What follows belongs to an exercise in optimizing a design on an open flow for small area; a production flow would make more cautious choices. No activity file was given, so power comes from the tool's default toggle rates.

== wip/willow ==
==> flow/design.v <==
module digital_lock #(
	parameter	width = 4,
	parameter	tick_cycles = 250
)(
	input				clock,
	input				reset,
	input		[3:0]	key,
	output	reg	[6:0]	HEX0,
	output	reg	[6:0]	HEX1,
	output	reg	[6:0]	HEX2,
	output	reg	[6:0]	HEX3,
	output	reg	[6:0]	HEX4,
	output	reg	[6:0]	HEX5,
	output	reg			LOCK_STATE,
	output	reg			UNLOCK_STATE,
	output	reg			ORIGIN_STATE,
	output	reg			SECOND_STATE,
	output	reg			THIRD_STATE
);
localparam	UNLOCKED		= 3'b000;
localparam	UNLOCKED_ERR	= 3'b001;
localparam	LOCKED			= 3'b010;
localparam	LOCKING			= 3'b011;
localparam	ORIGIN			= 3'b100;
localparam	UNLOCKING		= 3'b101;
localparam	SECOND			= 3'b110;
localparam	THIRD			= 3'b111;
localparam	TICK_START	= 8'h08;
localparam	TICK_END	= 8'ha0;
localparam	TH_START	= 3'b001;
localparam	C0 = 3'b110, C1 = 3'b100, C2 = 3'b000, C3 = 3'b001,
			C4 = 3'b010, C5 = 3'b101, C6 = 3'b011, C7 = 3'b111;
reg	[2:0]	state;
reg	[3:0]	key_last;
reg	[7:0]	counter;
reg	[2:0]	t_h;
reg	[2:0]	cnt_o, cnt_b;	 
reg	[7:0]	pw_o, pw_b;		 
reg			t_e;
reg	[3:0]	shown;			 
wire	[3:0]	press = key_last & ~key;
wire			any_press = |press;
wire	[1:0]	digit = {~press[0] & ~press[1], ~press[0] & (press[1] | press[2])};
wire			tick = ({counter[7:6], counter[4:0]} == {TICK_END[7:6], TICK_END[4:0]});
wire			in_o = (state == ORIGIN);
wire			in_b = (state == SECOND) | (state == THIRD);
wire			in_entry = in_o | in_b;
wire	[2:0]	cnt = in_o ? cnt_o : cnt_b;
wire			confirm = (cnt == C4) & press[1];
wire			timeout = ~t_h[1] & ~t_h[0];
wire			enter = ~confirm & ~timeout & any_press;	 
wire			show = ~timeout & ~any_press;				 
wire	[2:0]	cnt_next = {cnt[1:0], cnt[0] ? (cnt[2] | cnt[1]) : ~cnt[2]};
wire	[3:0]	wpos = {cnt == C3, cnt == C2, cnt == C1, cnt == C0};
wire	[3:0]	spos = {cnt == C4, cnt == C3, cnt == C2, cnt == C1};
wire	[7:0]	pw_shown = ORIGIN_STATE ? pw_o : pw_b;
wire			match = (pw_shown == pw_o);
integer k;
always @(posedge clock) begin
	key_last	<= key;
	if (!reset) begin
		cnt_o	<= C0;
		cnt_b	<= C0;
	end
	else if (confirm) begin
		if (in_o) cnt_o <= C0;
		if (in_b) cnt_b <= C0;
	end
	else if (enter) begin
		if (in_o) cnt_o <= cnt_next;
		if (in_b) cnt_b <= cnt_next;
	end
	for (k = 0; k < 4; k = k + 1)
		if (enter & wpos[k]) begin
			if (in_o) pw_o[2*k +: 2] <= digit;
			if (in_b) pw_b[2*k +: 2] <= digit;
		end
	if (!in_entry | confirm)
		t_h		<= TH_START;
	else if (tick)
		t_h		<= {t_h[1:0], t_h[2] ^ t_h[1]};
	if (!reset | tick)
		counter	<= TICK_START;
	else
		counter	<= {counter[6:0], counter[7] ^ counter[5] ^ counter[4] ^ counter[3]};
	if (!in_entry | confirm | (show & (cnt == C7)))
		shown	<= 4'b0000;
	else if (show)
		shown	<= shown | spos;
	LOCK_STATE		<= !reset | (state == LOCKED);
	UNLOCK_STATE	<= !reset | (state == UNLOCKED) | (state == UNLOCKED_ERR);
	ORIGIN_STATE	<= !reset | in_o;
	SECOND_STATE	<= !reset | (state == SECOND) | (state == LOCKING);
	THIRD_STATE		<= !reset | (state == THIRD) | (state == UNLOCKING);
	if (!reset) begin
		state	<= UNLOCKED;
		t_e		<= 1'b0;
	end
	else case (state)
		UNLOCKED, UNLOCKED_ERR: if (press[0])
			state	<= ORIGIN;
		LOCKED: if (press[3])
			state	<= THIRD;
		ORIGIN: if (confirm)
			state	<= SECOND;
		else if (timeout)
			state	<= UNLOCKED;
		SECOND: if (confirm)
			state	<= LOCKING;
		else if (timeout)
			state	<= UNLOCKED;
		THIRD: if (confirm)
			state	<= UNLOCKING;
		else if (timeout)
			state	<= LOCKED;
		LOCKING:
			state	<= match ? LOCKED : UNLOCKED_ERR;
		UNLOCKING: if (match)
			state	<= UNLOCKED;
		else begin
			state	<= LOCKED;
			t_e		<= 1'b1;
		end
	endcase
end
wire		msg_u = UNLOCK_STATE & (state == UNLOCKED);		 
wire		msg_ue = UNLOCK_STATE & (state == UNLOCKED_ERR);	 
wire		msg_l = LOCK_STATE & (state == LOCKED);			 
function [6:0] seg;
	input [1:0] d;
	seg = {~d[1] & ~d[0], ~(d[1] & ~d[0]), ~(~d[1] & d[0]), ~d[0], ~d[1] & d[0], 1'b0, ~d[0]};
endfunction
always @(*) begin
	if (msg_ue | (msg_l & t_e)) begin
		HEX5 = 7'b0000110;
		HEX4 = 7'b0101111;
		HEX3 = 7'b0101111;
		HEX2 = 7'b0100011;
		HEX1 = 7'b0101111;
		HEX0 = 7'b1111111;
	end
	else if (msg_u) begin
		HEX5 = 7'b1000001;
		HEX4 = 7'b0101011;
		HEX3 = 7'b1000111;
		HEX2 = 7'b0100011;
		HEX1 = 7'b0100111;
		HEX0 = 7'b0000101;
	end
	else if (msg_l) begin
		HEX5 = 7'b1000111;
		HEX4 = 7'b0100011;
		HEX3 = 7'b0100111;
		HEX2 = 7'b0000101;
		HEX1 = 7'b1111111;
		HEX0 = 7'b1111111;
	end
	else begin
		HEX5 = shown[0] ? seg(pw_shown[1:0]) : 7'b1111111;
		HEX4 = shown[1] ? seg(pw_shown[3:2]) : 7'b1111111;
		HEX3 = shown[2] ? seg(pw_shown[5:4]) : 7'b1111111;
		HEX2 = shown[3] ? seg(pw_shown[7:6]) : 7'b1111111;
		HEX1 = 7'b1111111;
		HEX0 = 7'b1111111;
	end
end
endmodule
export LEC_CHECK = 0
export CAP_MARGIN = 20
export CORE_MARGIN = 2
export CORE_UTILIZATION = 40
export SLEW_MARGIN = 20
create_clock -name core_clock -period 10.0 [get_ports {clock}]
standard.sh (not shown) runs the stock make flow with config.mk's settings and CLKGATE_MAP_FILE= SYNTH_SCRIPT=/design/flow/synth_recipe.tcl, a recipe that flattens the netlist after the stock synthesis.
==> flow/flow/run.sh <==
#!/bin/bash
# Standard layout, with the port buffers made of the smallest buffer and a
# clock tree without dummy loads.
cp standard.sh standard_sh_copy.log
export BUFFER_PORTS_ARGS="-buffer_cell sky130_fd_sc_hd__buf_1"
export CTS_ARGS="-sink_clustering_enable -repair_clock_nets -sink_clustering_size 64 -sink_clustering_max_diameter 500 -buf_list sky130_fd_sc_hd__clkbuf_8 -dont_use_dummy_load"
bash standard.sh > standard.log 2>&1
What wip/raven does differently from wip/willow at the input level:
--- a/flow/flow/run.sh
+++ b/flow/flow/run.sh
@@ -6 +6 @@
-export CTS_ARGS="-sink_clustering_enable -repair_clock_nets -sink_clustering_size 64 -sink_clustering_max_diameter 500 -buf_list sky130_fd_sc_hd__clkbuf_8 -dont_use_dummy_load"
+export CTS_ARGS="-sink_clustering_enable -repair_clock_nets -sink_clustering_size 64 -sink_clustering_max_diameter 500 -buf_list {sky130_fd_sc_hd__clkbuf_2 sky130_fd_sc_hd__clkbuf_4 sky130_fd_sc_hd__clkbuf_8} -dont_use_dummy_load"
### Flow results
Diff wip/willow..wip/raven | worst hold slack after final layout | unchanged
Fraction of power consumed by sequential logic essentially unchanged between wip/willow and wip/raven.
Delta (wip/raven minus wip/willow): count of inverters other than clock inverters in the layout essentially unchanged; proportion of power drawn by combinational gates saw little to no change; part of the total power dissipated in the clock network shows no meaningful change; area inside the core boundary now sits at about the same level; final critical path time including I/O delays and setup barely changed.
First-iteration DRC count came out exactly the same in wip/willow and wip/raven.
Setup changes, wip/raven to wip/indigo
--- a/flow/flow/run.sh
+++ b/flow/flow/run.sh
@@ -6 +6 @@
-export CTS_ARGS="-sink_clustering_enable -repair_clock_nets -sink_clustering_size 64 -sink_clustering_max_diameter 500 -buf_list {sky130_fd_sc_hd__clkbuf_2 sky130_fd_sc_hd__clkbuf_4 sky130_fd_sc_hd__clkbuf_8} -dont_use_dummy_load"
+export CTS_ARGS="-sink_clustering_enable -repair_clock_nets -sink_clustering_size 64 -sink_clustering_max_diameter 500 -buf_list sky130_fd_sc_hd__clkbuf_16 -dont_use_dummy_load"
Notes after the runs:
- The final layouts of wip/raven and wip/indigo pass the timing, design-rule and antenna checks.
- Proportion of power drawn by flip-flops and latches ends up higher on wip/raven.
- Comparing wip/raven and wip/indigo, routed length on met2 is higher on wip/indigo.
- Any difference in power in sequential cells between wip/raven and wip/indigo is small enough to ignore.
- Taking wip/raven as the reference, in wip/indigo maximum frequency went up 3.1 MHz; total routing usage reported by global routing flat; post-layout utilization of the core picked up an extra 0.84 points.
- Between wip/raven and wip/indigo, final clock period utilization by the worst path is lower for wip/indigo, wip/raven comes in above that.
--- input diff wip/indigo..wip/maple ---
==> flow/run.sh (new file) <==
#!/bin/bash
# synth_recipe.tcl (not shown) runs the flow's synth.tcl, then flattens the netlist and writes it again
# the make line also repeats each setting of config.mk as NAME=value (left out here)
make -C /OpenROAD-flow-scripts/flow DESIGN_CONFIG=/design/flow/config.mk WORK_HOME=/design/flow/orfs CLKGATE_MAP_FILE= SYNTH_SCRIPT=/design/flow/synth_recipe.tcl finish
removed: flow/flow/run.sh
removed: flow/standard.sh
Notes after the runs:
- Estimated wirelength of the detail-placed design (wip/maple over wip/indigo): increase, about 1.4%
- On clock skew: between wip/indigo and wip/maple, it ends up lower for wip/indigo.
- wip/maple: core utilization 4.0 points above wip/indigo
- Cmp wip/indigo and wip/maple / count of clock buffers in the final design / higher: wip/maple
- | total wirelength of the detailed-routed design | wip/maple vs wip/indigo | worse |
- Against wip/indigo, wip/maple reports a worst max-slew margin expressed relative to the limit that is higher.
- Final cycle utilization of the critical path: lower on wip/indigo
- Going from wip/indigo to wip/maple, the final area was found to have gone up by 8.9%.
- On wip/maple: sequential share of layout area is 3.2 points lower than what wip/indigo gave.
- Switching part of the total power ends up lower on wip/indigo.
No functional check of the RTL was part of any run of this note.

-- port drivers added, routing unchanged --
The results above use ideal ports. As a check the final layouts listed here were re-extracted and re-timed, cells and wires unchanged.
Step 1, drivers: a clkbuf_16 drives clock and a buf_2 each remaining input, both assumed.
Step 2 times the ports against the registers' clock, not the clock port: input delays grow and output delays shrink by t, the midpoint of the rising clock arrivals with the driver on.
Three values: ideal ports, drivers, drivers and shift; two values: the first two.
run | t, ns | setup WS [ns] | worst hold slack (ns) | worst register clock-pin slew, ns
wip/willow | 0.320 | 5.596 / 5.567 / 5.887 | 0.464 / 0.464 / 0.464 | 0.08 / 0.08
wip/raven | 0.320 | 5.596 / 5.567 / 5.887 | 0.464 / 0.464 / 0.464 | 0.08 / 0.08
wip/indigo | 0.311 | 5.657 / 5.624 / 5.935 | 0.457 / 0.457 / 0.457 | 0.06 / 0.06
wip/maple | 0.328 | 5.340 / 5.311 / 5.638 | 0.458 / 0.458 / 0.458 | 0.09 / 0.09
After both steps setup and hold are still met in every run listed.
